From an optimization exercise on the open Yosys and OpenROAD flow, aimed at small area, a short achievable clock period and few clock cycles per item; shortcuts taken in it are not production practice.

==> flow/design.v <==
module hyperbolic_exp_cordic (
    input rstn,
    input clk,
    input signed [NUM_W - 1:0] z0,
    input in_valid,
    output in_ready,
    output reg signed [NUM_W - 1:0] w,
    output reg out_valid,
    input out_ready
);
    localparam NUM_W = 16;
    wire adv = !out_valid || out_ready;
    assign in_ready = adv;
    function [15:0] w_init(input [5:0] d);
        case (d)
            6'd0: w_init = 16'd48582;
            6'd1: w_init = 16'd16192;
            6'd2: w_init = 16'd29148;
            6'd3: w_init = 16'd9715;
            6'd4: w_init = 16'd37787;
            6'd5: w_init = 16'd12595;
            6'd6: w_init = 16'd22672;
            6'd7: w_init = 16'd7557;
            6'd8: w_init = 16'd42867;
            6'd9: w_init = 16'd14289;
            6'd10: w_init = 16'd25721;
            6'd11: w_init = 16'd8573;
            6'd12: w_init = 16'd33342;
            6'd13: w_init = 16'd11114;
            6'd14: w_init = 16'd20005;
            6'd15: w_init = 16'd6669;
            6'd16: w_init = 16'd42867;
            6'd17: w_init = 16'd14289;
            6'd18: w_init = 16'd25720;
            6'd19: w_init = 16'd8572;
            6'd20: w_init = 16'd33342;
            6'd21: w_init = 16'd11114;
            6'd22: w_init = 16'd20005;
            6'd23: w_init = 16'd6668;
            6'd24: w_init = 16'd37824;
            6'd25: w_init = 16'd12608;
            6'd26: w_init = 16'd22695;
            6'd27: w_init = 16'd7565;
            6'd28: w_init = 16'd29421;
            6'd29: w_init = 16'd9807;
            6'd30: w_init = 16'd17651;
            6'd31: w_init = 16'd5885;
            6'd32: w_init = 16'd45638;
            6'd33: w_init = 16'd15212;
            6'd34: w_init = 16'd27382;
            6'd35: w_init = 16'd9127;
            6'd36: w_init = 16'd35497;
            6'd37: w_init = 16'd11833;
            6'd38: w_init = 16'd21298;
            6'd39: w_init = 16'd7099;
            6'd40: w_init = 16'd40269;
            6'd41: w_init = 16'd13423;
            6'd42: w_init = 16'd24163;
            6'd43: w_init = 16'd8055;
            6'd44: w_init = 16'd31322;
            6'd45: w_init = 16'd10442;
            6'd46: w_init = 16'd18793;
            6'd47: w_init = 16'd6265;
            6'd48: w_init = 16'd40269;
            6'd49: w_init = 16'd13423;
            6'd50: w_init = 16'd24162;
            6'd51: w_init = 16'd8054;
            6'd52: w_init = 16'd31322;
            6'd53: w_init = 16'd10442;
            6'd54: w_init = 16'd18793;
            6'd55: w_init = 16'd6264;
            6'd56: w_init = 16'd35532;
            6'd57: w_init = 16'd11844;
            6'd58: w_init = 16'd21321;
            6'd59: w_init = 16'd7107;
            6'd60: w_init = 16'd27639;
            6'd61: w_init = 16'd9213;
            6'd62: w_init = 16'd16583;
            6'd63: w_init = 16'd5529;
            default: w_init = 16'd0;
        endcase
    endfunction
    reg v0;
    reg [15:0] z_0;
    reg d1_0;
    wire s0_d1 = z0[15] ? ($signed(z0) < -16'sd9000) : ($signed(z0) < 16'sd9000);
    always @(posedge clk) if (!rstn) v0 <= 1'b0; else if (adv) v0 <= in_valid;
    always @(posedge clk) if (adv) begin z_0 <= z0; d1_0 <= s0_d1; end
    reg v1;
    reg [13:0] z_1;
    reg [1:0] d_1;
    wire s1_d0 = z_0[15];
    wire [15:0] s1_c = s1_d0 ? (d1_0 ? 16'd13185 : 16'd4815) : (d1_0 ? -16'd4815 : -16'd13185);
    wire [15:0] s1_z2 = z_0 + s1_c;
    wire s1_ovf = s1_z2[15:13] != {3{s1_z2[15]}};
    wire [13:0] s1_zs = s1_ovf ? {s1_z2[15], {13{~s1_z2[15]}}} : s1_z2[13:0];
    always @(posedge clk) if (!rstn) v1 <= 1'b0; else if (adv) v1 <= v0;
    always @(posedge clk) if (adv) begin z_1 <= s1_zs; d_1 <= {d1_0, s1_d0}; end
    reg v2;
    reg [12:0] z_2;
    reg [2:0] d_2;
    wire s2_d2 = z_1[13];
    wire [13:0] s2_z3 = s2_d2 ? z_1 + 14'd2059 : z_1 - 14'd2059;
    wire s2_ovf = s2_z3[13:12] != {2{s2_z3[13]}};
    wire [12:0] s2_zs = s2_ovf ? {s2_z3[13], {12{~s2_z3[13]}}} : s2_z3[12:0];
    always @(posedge clk) if (!rstn) v2 <= 1'b0; else if (adv) v2 <= v1;
    always @(posedge clk) if (adv) begin z_2 <= s2_zs; d_2 <= {s2_d2, d_1}; end
    reg v3;
    reg [12:0] z_3;
    reg [3:0] d_3;
    wire s3_d3 = z_2[12];
    wire [12:0] s3_z4 = s3_d3 ? z_2 + 13'd1025 : z_2 - 13'd1025;
    always @(posedge clk) if (!rstn) v3 <= 1'b0; else if (adv) v3 <= v2;
    always @(posedge clk) if (adv) begin z_3 <= s3_z4[12:0]; d_3 <= {s3_d3, d_2}; end
    reg v4;
    reg [15:0] w_4;
    reg [9:0] d_4;
    wire s4_d4 = z_3[12];
    wire [12:0] s4_z5 = s4_d4 ? z_3 + 13'd1025 : z_3 - 13'd1025;
    wire s4_sg = s4_z5[12];
    wire s4_ok = s4_z5[12:10] == {3{s4_sg}};
    wire [10:0] s4_d = s4_ok ? {s4_z5[1], ~s4_z5[1], ~s4_z5[2], ~s4_z5[3], ~s4_z5[4], ~s4_z5[5], ~s4_z5[6], ~s4_z5[7], ~s4_z5[8], ~s4_z5[9], s4_sg} : {11{s4_sg}};   
    always @(posedge clk) if (!rstn) v4 <= 1'b0; else if (adv) v4 <= v3;
    always @(posedge clk) if (adv) begin w_4 <= w_init({s4_d[0], s4_d4, d_3}); d_4 <= s4_d[10:1]; end
    reg v5;
    reg [15:0] w_5;
    reg [8:0] d_5;
    always @(posedge clk) if (!rstn) v5 <= 1'b0; else if (adv) v5 <= v4;
    always @(posedge clk) if (adv) begin w_5 <= w_4 + ({16{d_4[0]}} ^ (w_4 >> 6)) + d_4[0]; d_5 <= d_4[9:1]; end
    reg v6;
    reg [15:0] w_6;
    reg [7:0] d_6;
    always @(posedge clk) if (!rstn) v6 <= 1'b0; else if (adv) v6 <= v5;
    always @(posedge clk) if (adv) begin w_6 <= w_5 + ({16{d_5[0]}} ^ (w_5 >> 7)) + d_5[0]; d_6 <= d_5[8:1]; end
    reg v7;
    reg [15:0] w_7;
    reg [6:0] d_7;
    always @(posedge clk) if (!rstn) v7 <= 1'b0; else if (adv) v7 <= v6;
    always @(posedge clk) if (adv) begin w_7 <= w_6 + ({16{d_6[0]}} ^ (w_6 >> 8)) + d_6[0]; d_7 <= d_6[7:1]; end
    reg v8;
    reg [15:0] w_8;
    reg [5:0] d_8;
    always @(posedge clk) if (!rstn) v8 <= 1'b0; else if (adv) v8 <= v7;
    always @(posedge clk) if (adv) begin w_8 <= w_7 + ({16{d_7[0]}} ^ (w_7 >> 9)) + d_7[0]; d_8 <= d_7[6:1]; end
    reg v9;
    reg [15:0] w_9;
    reg [4:0] d_9;
    always @(posedge clk) if (!rstn) v9 <= 1'b0; else if (adv) v9 <= v8;
    always @(posedge clk) if (adv) begin w_9 <= w_8 + ({16{d_8[0]}} ^ (w_8 >> 10)) + d_8[0]; d_9 <= d_8[5:1]; end
    reg v10;
    reg [15:0] w_10;
    reg [3:0] d_10;
    always @(posedge clk) if (!rstn) v10 <= 1'b0; else if (adv) v10 <= v9;
    always @(posedge clk) if (adv) begin w_10 <= w_9 + ({16{d_9[0]}} ^ (w_9 >> 11)) + d_9[0]; d_10 <= d_9[4:1]; end
    reg v11;
    reg [15:0] w_11;
    reg [2:0] d_11;
    always @(posedge clk) if (!rstn) v11 <= 1'b0; else if (adv) v11 <= v10;
    always @(posedge clk) if (adv) begin w_11 <= w_10 + ({16{d_10[0]}} ^ (w_10 >> 12)) + d_10[0]; d_11 <= d_10[3:1]; end
    reg v12;
    reg [15:0] w_12;
    reg [1:0] d_12;
    always @(posedge clk) if (!rstn) v12 <= 1'b0; else if (adv) v12 <= v11;
    always @(posedge clk) if (adv) begin w_12 <= w_11 + ({16{d_11[0]}} ^ (w_11 >> 13)) + d_11[0]; d_12 <= d_11[2:1]; end
    reg v13;
    reg [15:0] w_13;
    reg [0:0] d_13;
    always @(posedge clk) if (!rstn) v13 <= 1'b0; else if (adv) v13 <= v12;
    always @(posedge clk) if (adv) begin w_13 <= w_12 + ({16{d_12[0]}} ^ (w_12 >> 13)) + d_12[0]; d_13 <= d_12[1:1]; end
    always @(posedge clk) if (!rstn) out_valid <= 1'b0; else if (adv) out_valid <= v13;
    always @(posedge clk) if (adv) w <= w_13 + ({16{d_13[0]}} ^ (w_13 >> 14)) + d_13[0];
endmodule
clock: 5.5 ns
lec_check: 0
cap_margin: 20
core_margin: 2
core_utilization: 40
setup_slack_margin: 2.0
slew_margin: 20
run.sh (not shown) runs the stock make flow with config.mk's settings and CLKGATE_MAP_FILE= SYNTH_SCRIPT=/design/flow/synth_recipe.tcl, a recipe that flattens the netlist after the stock synthesis.
The starting point completed with no timing, DRC or antenna violations.
Rerun with:
- SETUP_SLACK_MARGIN: 2.0 -> 2.5
=> Global-route usage climbs by 0.39 points. Via count climbs slightly. Area after synthesis is unchanged. Design area climbs by a few percent. Flip-flop and latch count is unchanged.
No run of this note included a check of the RTL's function; only the layout flow was run.

-- static timing again, ports no longer ideal --
The results above use ideal ports. As a check the final layouts listed here were re-extracted and re-timed, cells and wires unchanged.
Step 1, drivers: a clkbuf_16 drives clk and a buf_2 each remaining input, both assumed.
Step 2 adds t to the input delays and takes it off the output delays; t is the mean of the earliest and latest rising clock arrival at the registers after step 1. Input paths then give back, and output paths get back, about the clock's delay inside the block.
a / b / c = no drivers / after step 1 / after step 2; a / b = the first two.
| run | shift t [ns] | slack for setup (ns) | hold WS [ns] |
|---|---|---|---|
| the first run | 0.591 | 2.239 / 2.239 / 1.721 | 0.402 / 0.402 / 0.402 |
| the second run | 0.589 | 2.587 / 2.587 / 2.301 | 0.415 / 0.415 / 0.415 |
After both steps every run listed still meets setup and hold. For the first run, which loses most, drivers alone change the setup slack by 0.000 ns; drivers and shift together by -0.518 ns.
